This design comes from an exercise in tuning for small area on the open sky130 flow, not from production work.
The RTL was checked by simulation tests, not by an equivalence proof against the original design.

==> job 3570 <==
==> flow/design.v <==
module k580vi53
(
	input        reset,
	input        clk_sys,
	input  [1:0] addr,
	input  [7:0] din,
	output [7:0] dout,
	input        wr,
	input        rd,
	input  [2:0] clk_timer,
	input  [2:0] gate,
	output [2:0] out,
	output [2:0] sound_active
);
reg       old_wr, old_rd;
reg [1:0] old_addr, old_sel;
always @(posedge clk_sys) begin
	old_wr   <= wr & ~reset;
	old_rd   <= rd & ~reset;
	old_addr <= addr;
	old_sel  <= din[7:6];
end
wire old_wr_cw = old_wr && (old_addr == 3);
wire [2:0] cw_edge, wr_edge;
wire [2:0] asel;
wire [15:0] cnt0, cnt1, cnt2, lat0, lat1, lat2;
wire  [4:0] rs0, rs1, rs2;
genvar i;
generate
	for(i = 0; i < 3; i = i + 1) begin : ch
		assign asel[i]    = (addr == i);
		assign cw_edge[i] = wr && (addr == 3) && (din[7:6] == i) && !(old_wr_cw && (old_sel == i));
		assign wr_edge[i] = wr && asel[i] && !(old_wr && (old_addr == i));
	end
endgenerate
wire rd_edge = rd && !(old_rd && (old_addr == addr));
timer t0(reset, clk_sys, clk_timer[0], din, cnt0, lat0, rs0, cw_edge[0], wr_edge[0], rd_edge && asel[0], gate[0], out[0], sound_active[0]);
timer t1(reset, clk_sys, clk_timer[1], din, cnt1, lat1, rs1, cw_edge[1], wr_edge[1], rd_edge && asel[1], gate[1], out[1], sound_active[1]);
timer t2(reset, clk_sys, clk_timer[2], din, cnt2, lat2, rs2, cw_edge[2], wr_edge[2], rd_edge && asel[2], gate[2], out[2], sound_active[2]);
wire [4:0] s0 = rs0 & {5{asel[0]}};
wire [4:0] s1 = rs1 & {5{asel[1]}};
wire [4:0] s2 = rs2 & {5{asel[2]}};
wire [7:0] rv =
	({8{s0[0]}} & cnt0[7:0]) | ({8{s0[1]}} & cnt0[15:8]) | ({8{s0[2]}} & lat0[7:0]) | ({8{s0[3]}} & lat0[15:8]) | {8{s0[4]}} |
	({8{s1[0]}} & cnt1[7:0]) | ({8{s1[1]}} & cnt1[15:8]) | ({8{s1[2]}} & lat1[7:0]) | ({8{s1[3]}} & lat1[15:8]) | {8{s1[4]}} |
	({8{s2[0]}} & cnt2[7:0]) | ({8{s2[1]}} & cnt2[15:8]) | ({8{s2[2]}} & lat2[7:0]) | ({8{s2[3]}} & lat2[15:8]) | {8{s2[4]}};
reg [7:0] q;
assign dout = q;
always @(posedge clk_sys) begin
	if(reset || !rd || addr == 3) q <= 8'hff;
	else if(rd_edge) q <= rv;
end
endmodule
module timer
(
	input        reset,
	input        clk_sys,
	input        clk_timer,
	input  [7:0] din,
	output [15:0] cnt,
	output [15:0] lat,
	output  [4:0] rsel,
	input        cw_edge,
	input        wr_edge,
	input        rd_edge,
	input        gate,
	output reg   out,
	output reg   sound_active
);
reg  [5:0] cw;
reg [15:0] counter;
reg [15:0] ld_count;
wire [15:0] ld_val = {ld_count[15:8] & {8{rw != 1}}, ld_count[7:0] & {8{rw != 2}}};
reg [15:0] l_counter;
reg  [7:0] ldiff;
reg        pause;
reg        stop1, stop2;
reg        msbw, msbr;
reg        latched;
wire [1:0] rw   = cw[5:4];
wire [2:0] mode = cw[3:1];
wire       bcd  = cw[0];
wire [7:0] chk;
assign chk[3:0] = (bcd && din[3:0] > 9) ? 4'd9 : din[3:0];
assign chk[7:4] = (bcd && din[7:4] > 9) ? 4'd9 : din[7:4];
wire ld_inc = wr_edge && ((rw[1] ^ rw[0]) || msbw);
wire        rhi  = (rw == 2) || ((rw == 3) && msbr);
wire        rok  = (rw != 0);
assign cnt  = counter;
assign lat  = l_counter;
assign rsel = {!rok, rok && latched && rhi, rok && latched && !rhi, rok && !latched && rhi, rok && !latched && !rhi};
always @(posedge clk_sys) begin
	if(cw_edge) begin
		msbw <= 0;
		msbr <= 0;
		if(!din[5:4]) begin
			if(!latched) begin
				latched   <= 1;
				l_counter <= counter;
			end
		end else begin
			cw      <= {din[5:4], din[3] & ~din[2], din[2:0]};
			latched <= 0;
			stop1   <= 1;
			pause   <= 1;
		end
	end
	if(wr_edge) begin
		case(rw)
			1: begin
					ld_count[7:0] <= chk;
					stop1 <= 0;
					pause <= 0;
				end
			2: begin
					ld_count[15:8] <= chk;
					stop1 <= 0;
					pause <= 0;
				end
			default: begin
					if(msbw) ld_count[15:8] <= chk;
						else  ld_count[7:0]  <= chk;
					msbw  <= ~msbw;
					pause <= ~msbw;
					if(msbw) stop1 <= 0;
				end
		endcase
	end
	if(rd_edge) begin
		if(latched && rw != 0 && (rw != 3 || msbr)) latched <= 0;
		msbr <= ~msbr;
	end
	if(reset) begin
		stop1   <= 1;
		cw      <= 0;
		msbw    <= 0;
		latched <= 0;
	end
end
wire        m3   = (mode[1:0] == 2'b11);
wire  [1:0] k    = (m3 && counter[0]) ? (out ? 2'd1 : 2'd3) : (m3 ? 2'd2 : 2'd1);
wire  [4:0] lo   = {1'b0, counter[3:0]} - {3'b0, k};
wire  [3:0] d0   = (bcd && lo[4]) ? lo[3:0] - 4'd6 : lo[3:0];
wire        b1   = lo[4];
wire        b2   = b1 && (counter[7:4] == 0);
wire        b3   = b2 && (counter[11:8] == 0);
wire  [3:0] d1   = !b1 ? counter[7:4]   : (counter[7:4]   == 0) ? (bcd ? 4'd9 : 4'd15) : counter[7:4]   - 1'd1;
wire  [3:0] d2   = !b2 ? counter[11:8]  : (counter[11:8]  == 0) ? (bcd ? 4'd9 : 4'd15) : counter[11:8]  - 1'd1;
wire  [3:0] d3   = !b3 ? counter[15:12] : (counter[15:12] == 0) ? (bcd ? 4'd9 : 4'd15) : counter[15:12] - 1'd1;
wire [15:0] dec  = {d3, d2, d1, d0};
wire hi_zero = (counter[15:2] == 0);
wire c_eq1 = hi_zero && (counter[1:0] == 1);
wire c_eq2 = hi_zero && (counter[1:0] == 2);
wire c_le1 = hi_zero && !counter[1];
wire c_le2 = hi_zero && (counter[1:0] != 3);
wire stop = stop1 | stop2;
reg old_gate;
reg start, count_en, m3state;
reg old_clk;
wire tedge = old_clk & ~clk_timer;
wire grise = !old_gate & gate;
always @(posedge clk_sys) begin
	old_clk <= clk_timer;
	if(tedge) begin
		stop2 <= stop1;
		old_gate <= gate;
		start <= stop;
		sound_active <= (!mode || (mode[1:0] == 2'b11)) && !stop;
		casex(mode)
			3'b000: 	if(stop) begin out <=0; count_en <=0; end
						else begin
							if(start || ldiff != 0) begin
								counter <= ld_val;
								out <=0;
								count_en <=1;
							end else if(!pause && gate) begin
								counter <= dec;
								if(c_eq1) begin
									out <=1;
									count_en <=0;
								end
							end
						end
			3'b001: 	if(stop) begin out <=1; count_en <=0; end
						else begin
							if(grise) begin
								counter <= ld_val;
								out <=0;
								count_en <=1;
							end else begin
								counter <= dec;
								if(c_eq1 && count_en) begin
									out <=1;
									count_en <=0;
								end
							end
						end
			3'bX10: 	if(stop || !gate) out <=1;
						else begin
							if(start || grise || c_le1) begin
								counter <=ld_val;
								out <=1;
							end else begin
								counter <= dec;
								if(c_eq2) out <=0;
							end
						end
			3'bX11: 	if(stop || !gate) begin out <=1; m3state <=1; end
						else begin
							if(start || grise || c_le2) begin
								counter <=ld_val;
								out <= m3state;
								m3state <= ~m3state;
							end else begin
								counter <= dec;
							end
						end
			3'b100: 	if(stop) begin out <=1; count_en <=0; end
						else begin
							out <=1;
							if(start) begin
								counter  <=ld_val;
								count_en <=1;
							end else if(gate) begin
								counter <= dec;
								if(c_eq1 && count_en) begin
									out <=0;
									count_en <=0;
								end
							end
						end
			3'b101: 	if(stop) begin out <=1; count_en <=0; end
						else begin
							out <=1;
							if(grise) begin
								counter <=ld_val;
								count_en <=1;
							end else begin
								counter <= dec;
								if(c_eq1 && count_en) begin
									out <=0;
									count_en <=0;
								end
							end
						end
		endcase
	end
	ldiff <= (tedge ? 8'd0 : ldiff) + ld_inc;
	if(reset) begin
		old_clk <= 0;
		stop2 <= 1;
		sound_active <= 0;
		counter <= 0;
		out <= 0;
		count_en <= 0;
		m3state <= 0;
	end
end
endmodule
==> flow/flow/run.sh <==
#!/bin/bash
# Own layout flow: the standard synthesis, then the combinational logic
# between the (unchanged) registers is re-mapped by ABC for area, then the
# standard ORFS layout with a lighter clock tree and small port buffers.
set -euo pipefail
W=$PWD
F=$W/flow
R=$W/orfs/results/$FLOW_PLATFORM/k580vi53/base
O=$W/orfs/objects/$FLOW_PLATFORM/k580vi53/base
YOSYS=$(command -v yosys || echo /OpenROAD-flow-scripts/tools/install/yosys/bin/yosys)

# 1. standard synthesis (registers, their names and cell types come from here)
bash standard.sh synth > $W/log_synth_standard.log 2>&1
cp $R/1_2_yosys.v $W/netlist_standard.v

# 2. re-map the logic between the registers for area
export RESYN_LIB=$FLOW_HOME/platforms/$FLOW_PLATFORM/lib/sky130_fd_sc_hd__tt_025C_1v80.lib
export RESYN_DONT_USE="$(sed -n '/DONT_USE_CELLS/,/^$/p' $FLOW_HOME/platforms/$FLOW_PLATFORM/config.mk | grep -o 'sky130_fd_sc_hd__[a-z0-9_]*' | tr '\n' ' ')"
export RESYN_IN=$W/netlist_standard.v
export RESYN_OUT=$W/netlist_resyn.v
export RESYN_SCRIPT=$F/resyn.abc
export RESYN_CONSTR=$O/abc.constr
export RESYN_TOP=$FLOW_TOP
$YOSYS -c $F/resyn.tcl > $W/log_resyn.log 2>&1
cp $W/netlist_resyn.v $R/1_2_yosys.v
rm -f $R/1_synth.odb $R/1_synth.sdc

# 3. layout
export CTS_ARGS="-sink_clustering_enable -repair_clock_nets -dont_use_dummy_load -buf_list sky130_fd_sc_hd__clkbuf_8 -sink_clustering_size 16 -sink_clustering_max_diameter 70"
export BUFFER_PORTS_ARGS="-buffer_cell sky130_fd_sc_hd__buf_1"
bash standard.sh finish > $W/log_layout.log 2>&1
==> flow/flow/resyn.abc <==
strash
&get -n
&deepsyn -T 60
&st
&dch -f
&nf -p -R 1000 -C 32 -F 8
&put
mfs2 -a
strash
&get -n
&st
&dch -f
&nf -p -R 1000 -C 32 -F 8
&put
==> flow/flow/resyn.tcl <==
yosys -import
read_liberty -ignore_miss_func $::env(RESYN_LIB)
read_verilog $::env(RESYN_IN)
hierarchy -top $::env(RESYN_TOP)
# sequential cells stay as they are; everything else becomes plain logic
set seqs [list]
foreach c {dfxtp_1 dfxtp_2 dfxtp_4 edfxtp_1 dfrtp_1 dfrtp_2 dfrtp_4 dfstp_1 dfxbp_1 edfxbp_1 sdfxtp_1 sdfxbp_1 dfbbp_1 dfrbp_1 dfsbp_1 dlxtp_1 dlxtn_1} {
  lappend seqs sky130_fd_sc_hd__$c
}
blackbox {*}$seqs
flatten
opt_clean -purge
setundef -zero
set du [list]
foreach c $::env(RESYN_DONT_USE) { lappend du -dont_use $c }
abc -liberty $::env(RESYN_LIB) {*}$du -script $::env(RESYN_SCRIPT) -constr $::env(RESYN_CONSTR) -D 10000
opt_clean -purge
hilomap -singleton -hicell sky130_fd_sc_hd__conb_1 HI -locell sky130_fd_sc_hd__conb_1 LO
splitnets
opt_clean -purge
stat -liberty $::env(RESYN_LIB)
select $::env(RESYN_TOP)
write_verilog -noattr -noexpr -nohex -nodec -selected $::env(RESYN_OUT)
==> flow/standard.sh <==
#!/bin/bash
# synth_recipe.tcl (not shown) runs the flow's synth.tcl, then flattens the netlist and writes it again
# the make line also repeats each setting of config.mk as NAME=value (left out here)
make -C /OpenROAD-flow-scripts/flow DESIGN_CONFIG=/design/flow/config.mk WORK_HOME=/design/flow/orfs CLKGATE_MAP_FILE= SYNTH_SCRIPT=/design/flow/synth_recipe.tcl "${@:-finish}"
==> flow/config.mk <==
export PLATFORM = sky130hd
export DESIGN_NAME = k580vi53
export DESIGN_NICKNAME = k580vi53
export VERILOG_FILES = /design/flow/design.v
export SDC_FILE = /design/flow/constraint.sdc
export NUM_CORES = 4
export LEC_CHECK = 0
export CAP_MARGIN = 20
export CORE_MARGIN = 2
export CORE_UTILIZATION = 40
export SLEW_MARGIN = 20
==> flow/constraint.sdc <==
create_clock -name core_clock -period 10.0 [get_ports {clk_sys}]
set_input_delay 2.0000 -clock core_clock [delete_from_list [all_inputs] [get_ports {clk_sys}]]
set_output_delay 2.0000 -clock core_clock [all_outputs]
set_load 0.01 [all_outputs]
==> inputs of job 772, as changes to job 3570 <==
--- a/flow/design.v
+++ b/flow/design.v
@@ -22,32 +22,24 @@
 end
 wire old_wr_cw = old_wr && (old_addr == 3);
-wire [2:0] cw_edge, wr_edge;
-wire [2:0] asel;
-wire [15:0] cnt0, cnt1, cnt2, lat0, lat1, lat2;
-wire  [4:0] rs0, rs1, rs2;
+wire [2:0] cw_edge, wr_edge, rd_edge, rd_sel;
+wire [7:0] val0, val1, val2;
 genvar i;
 generate
 	for(i = 0; i < 3; i = i + 1) begin : ch
-		assign asel[i]    = (addr == i);
 		assign cw_edge[i] = wr && (addr == 3) && (din[7:6] == i) && !(old_wr_cw && (old_sel == i));
-		assign wr_edge[i] = wr && asel[i] && !(old_wr && (old_addr == i));
+		assign wr_edge[i] = wr && (addr == i) && !(old_wr && (old_addr == i));
+		assign rd_edge[i] = rd && (addr == i) && !(old_rd && (old_addr == i));
 	end
 endgenerate
-wire rd_edge = rd && !(old_rd && (old_addr == addr));
-timer t0(reset, clk_sys, clk_timer[0], din, cnt0, lat0, rs0, cw_edge[0], wr_edge[0], rd_edge && asel[0], gate[0], out[0], sound_active[0]);
-timer t1(reset, clk_sys, clk_timer[1], din, cnt1, lat1, rs1, cw_edge[1], wr_edge[1], rd_edge && asel[1], gate[1], out[1], sound_active[1]);
-timer t2(reset, clk_sys, clk_timer[2], din, cnt2, lat2, rs2, cw_edge[2], wr_edge[2], rd_edge && asel[2], gate[2], out[2], sound_active[2]);
-wire [4:0] s0 = rs0 & {5{asel[0]}};
-wire [4:0] s1 = rs1 & {5{asel[1]}};
-wire [4:0] s2 = rs2 & {5{asel[2]}};
-wire [7:0] rv =
-	({8{s0[0]}} & cnt0[7:0]) | ({8{s0[1]}} & cnt0[15:8]) | ({8{s0[2]}} & lat0[7:0]) | ({8{s0[3]}} & lat0[15:8]) | {8{s0[4]}} |
-	({8{s1[0]}} & cnt1[7:0]) | ({8{s1[1]}} & cnt1[15:8]) | ({8{s1[2]}} & lat1[7:0]) | ({8{s1[3]}} & lat1[15:8]) | {8{s1[4]}} |
-	({8{s2[0]}} & cnt2[7:0]) | ({8{s2[1]}} & cnt2[15:8]) | ({8{s2[2]}} & lat2[7:0]) | ({8{s2[3]}} & lat2[15:8]) | {8{s2[4]}};
+timer t0(reset, clk_sys, clk_timer[0], din, val0, rd_sel[0], cw_edge[0], wr_edge[0], rd_edge[0], gate[0], out[0], sound_active[0]);
+timer t1(reset, clk_sys, clk_timer[1], din, val1, rd_sel[1], cw_edge[1], wr_edge[1], rd_edge[1], gate[1], out[1], sound_active[1]);
+timer t2(reset, clk_sys, clk_timer[2], din, val2, rd_sel[2], cw_edge[2], wr_edge[2], rd_edge[2], gate[2], out[2], sound_active[2]);
 reg [7:0] q;
 assign dout = q;
 always @(posedge clk_sys) begin
 	if(reset || !rd || addr == 3) q <= 8'hff;
-	else if(rd_edge) q <= rv;
+	else if(rd_edge[0]) q <= rd_sel[0] ? val0 : 8'hff;
+	else if(rd_edge[1]) q <= rd_sel[1] ? val1 : 8'hff;
+	else if(rd_edge[2]) q <= rd_sel[2] ? val2 : 8'hff;
 end
 endmodule
@@ -58,7 +50,6 @@
 	input        clk_timer,
 	input  [7:0] din,
-	output [15:0] cnt,
-	output [15:0] lat,
-	output  [4:0] rsel,
+	output [7:0] val,
+	output       val_ok,
 	input        cw_edge,
 	input        wr_edge,
@@ -71,5 +62,4 @@
 reg [15:0] counter;
 reg [15:0] ld_count;
-wire [15:0] ld_val = {ld_count[15:8] & {8{rw != 1}}, ld_count[7:0] & {8{rw != 2}}};
 reg [15:0] l_counter;
 reg  [7:0] ldiff;
@@ -85,9 +75,8 @@
 assign chk[7:4] = (bcd && din[7:4] > 9) ? 4'd9 : din[7:4];
 wire ld_inc = wr_edge && ((rw[1] ^ rw[0]) || msbw);
+wire [15:0] rsrc = latched ? l_counter : counter;
 wire        rhi  = (rw == 2) || ((rw == 3) && msbr);
-wire        rok  = (rw != 0);
-assign cnt  = counter;
-assign lat  = l_counter;
-assign rsel = {!rok, rok && latched && rhi, rok && latched && !rhi, rok && !latched && rhi, rok && !latched && !rhi};
+assign val    = rhi ? rsrc[15:8] : rsrc[7:0];
+assign val_ok = (rw != 0);
 always @(posedge clk_sys) begin
 	if(cw_edge) begin
@@ -100,5 +89,5 @@
 			end
 		end else begin
-			cw      <= {din[5:4], din[3] & ~din[2], din[2:0]};
+			cw      <= din[5:0];
 			latched <= 0;
 			stop1   <= 1;
@@ -109,10 +98,10 @@
 		case(rw)
 			1: begin
-					ld_count[7:0] <= chk;
+					ld_count <= {8'd0, chk};
 					stop1 <= 0;
 					pause <= 0;
 				end
 			2: begin
-					ld_count[15:8] <= chk;
+					ld_count <= {chk, 8'd0};
 					stop1 <= 0;
 					pause <= 0;
@@ -135,5 +124,7 @@
 		cw      <= 0;
 		msbw    <= 0;
+		msbr    <= 0;
 		latched <= 0;
+		pause   <= 0;
 	end
 end
@@ -171,5 +162,5 @@
 						else begin
 							if(start || ldiff != 0) begin
-								counter <= ld_val;
+								counter <= ld_count;
 								out <=0;
 								count_en <=1;
@@ -185,5 +176,5 @@
 						else begin
 							if(grise) begin
-								counter <= ld_val;
+								counter <= ld_count;
 								out <=0;
 								count_en <=1;
@@ -199,5 +190,5 @@
 						else begin
 							if(start || grise || c_le1) begin
-								counter <=ld_val;
+								counter <=ld_count;
 								out <=1;
 							end else begin
@@ -209,5 +200,5 @@
 						else begin
 							if(start || grise || c_le2) begin
-								counter <=ld_val;
+								counter <=ld_count;
 								out <= m3state;
 								m3state <= ~m3state;
@@ -220,5 +211,5 @@
 							out <=1;
 							if(start) begin
-								counter  <=ld_val;
+								counter  <=ld_count;
 								count_en <=1;
 							end else if(gate) begin
@@ -234,5 +225,5 @@
 							out <=1;
 							if(grise) begin
-								counter <=ld_val;
+								counter <=ld_count;
 								count_en <=1;
 							end else begin
@@ -250,4 +241,6 @@
 		old_clk <= 0;
 		stop2 <= 1;
+		old_gate <= 0;
+		start <= 0;
 		sound_active <= 0;
 		counter <= 0;
@@ -255,4 +248,5 @@
 		count_en <= 0;
 		m3state <= 0;
+		ldiff <= 0;
 	end
 end
==> flow/run.sh (new file) <==
#!/bin/bash
# synth_recipe.tcl (not shown) runs the flow's synth.tcl, then flattens the netlist and writes it again
# the make line also repeats each setting of config.mk as NAME=value (left out here)
make -C /OpenROAD-flow-scripts/flow DESIGN_CONFIG=/design/flow/config.mk WORK_HOME=/design/flow/orfs CLKGATE_MAP_FILE= SYNTH_SCRIPT=/design/flow/synth_recipe.tcl finish
removed: flow/flow/run.sh
removed: flow/flow/resyn.abc
removed: flow/flow/resyn.tcl
removed: flow/standard.sh
==> summary of the runs <==
Against job 3570, the utilization of job 772 is higher by 0.68 points. Non-clock buffer count: job 3570 is lower than job 772 (4). Global-route usage is about the same in job 3570 and job 772. Between job 772 and job 3570, the lower synthesized cell count is in job 3570 (gap about 60%, measured against job 3570). Design area: job 3570 is lower than job 772 (28%). Job 3570 went through all stages and came out clean. Job 772 ran to the end with no violations. Of job 772 and job 3570, job 772 has the higher area after synthesis (gap 35%, measured against job 3570). In job 772 the via count is higher than in job 3570, by 42%.

-- port drivers added, routing unchanged --
The flow's constraints put no driver on any port. The routed layouts listed below were extracted and timed again, unchanged, in two steps. Step 1 (the two cells are an assumption about what drives the block):
set clk [get_ports {clk_sys}]
set_driving_cell -lib_cell sky130_fd_sc_hd__clkbuf_16 $clk
set_driving_cell -lib_cell sky130_fd_sc_hd__buf_2 [delete_from_list [all_inputs] $clk]
Step 2 moves the port delays by t, midway between the first and last clock arrival at a register: inputs arrive t later, outputs are due t later. That takes back most of the time a late clock gives input paths. Three values: ideal ports, drivers, drivers and shift; two values: the first two.
run | shift t [ns] | setup slack, ns | worst setup path after step 2 | slew at the worst register clock pin (ns) | worst data-port slew with drivers (ns)
job 3570 | 0.530 | 4.563 / 4.581 / 4.051 | input to register | 0.11 / 0.11 | 0.06
job 772 | 0.589 | 5.479 / 5.507 / 4.918 | input to register | 0.06 / 0.06 | 0.09
After both steps every run listed still meets setup and hold. The setup slack of job 772, which loses most, moves by +0.028 ns with the drivers and by -0.561 ns with both steps.
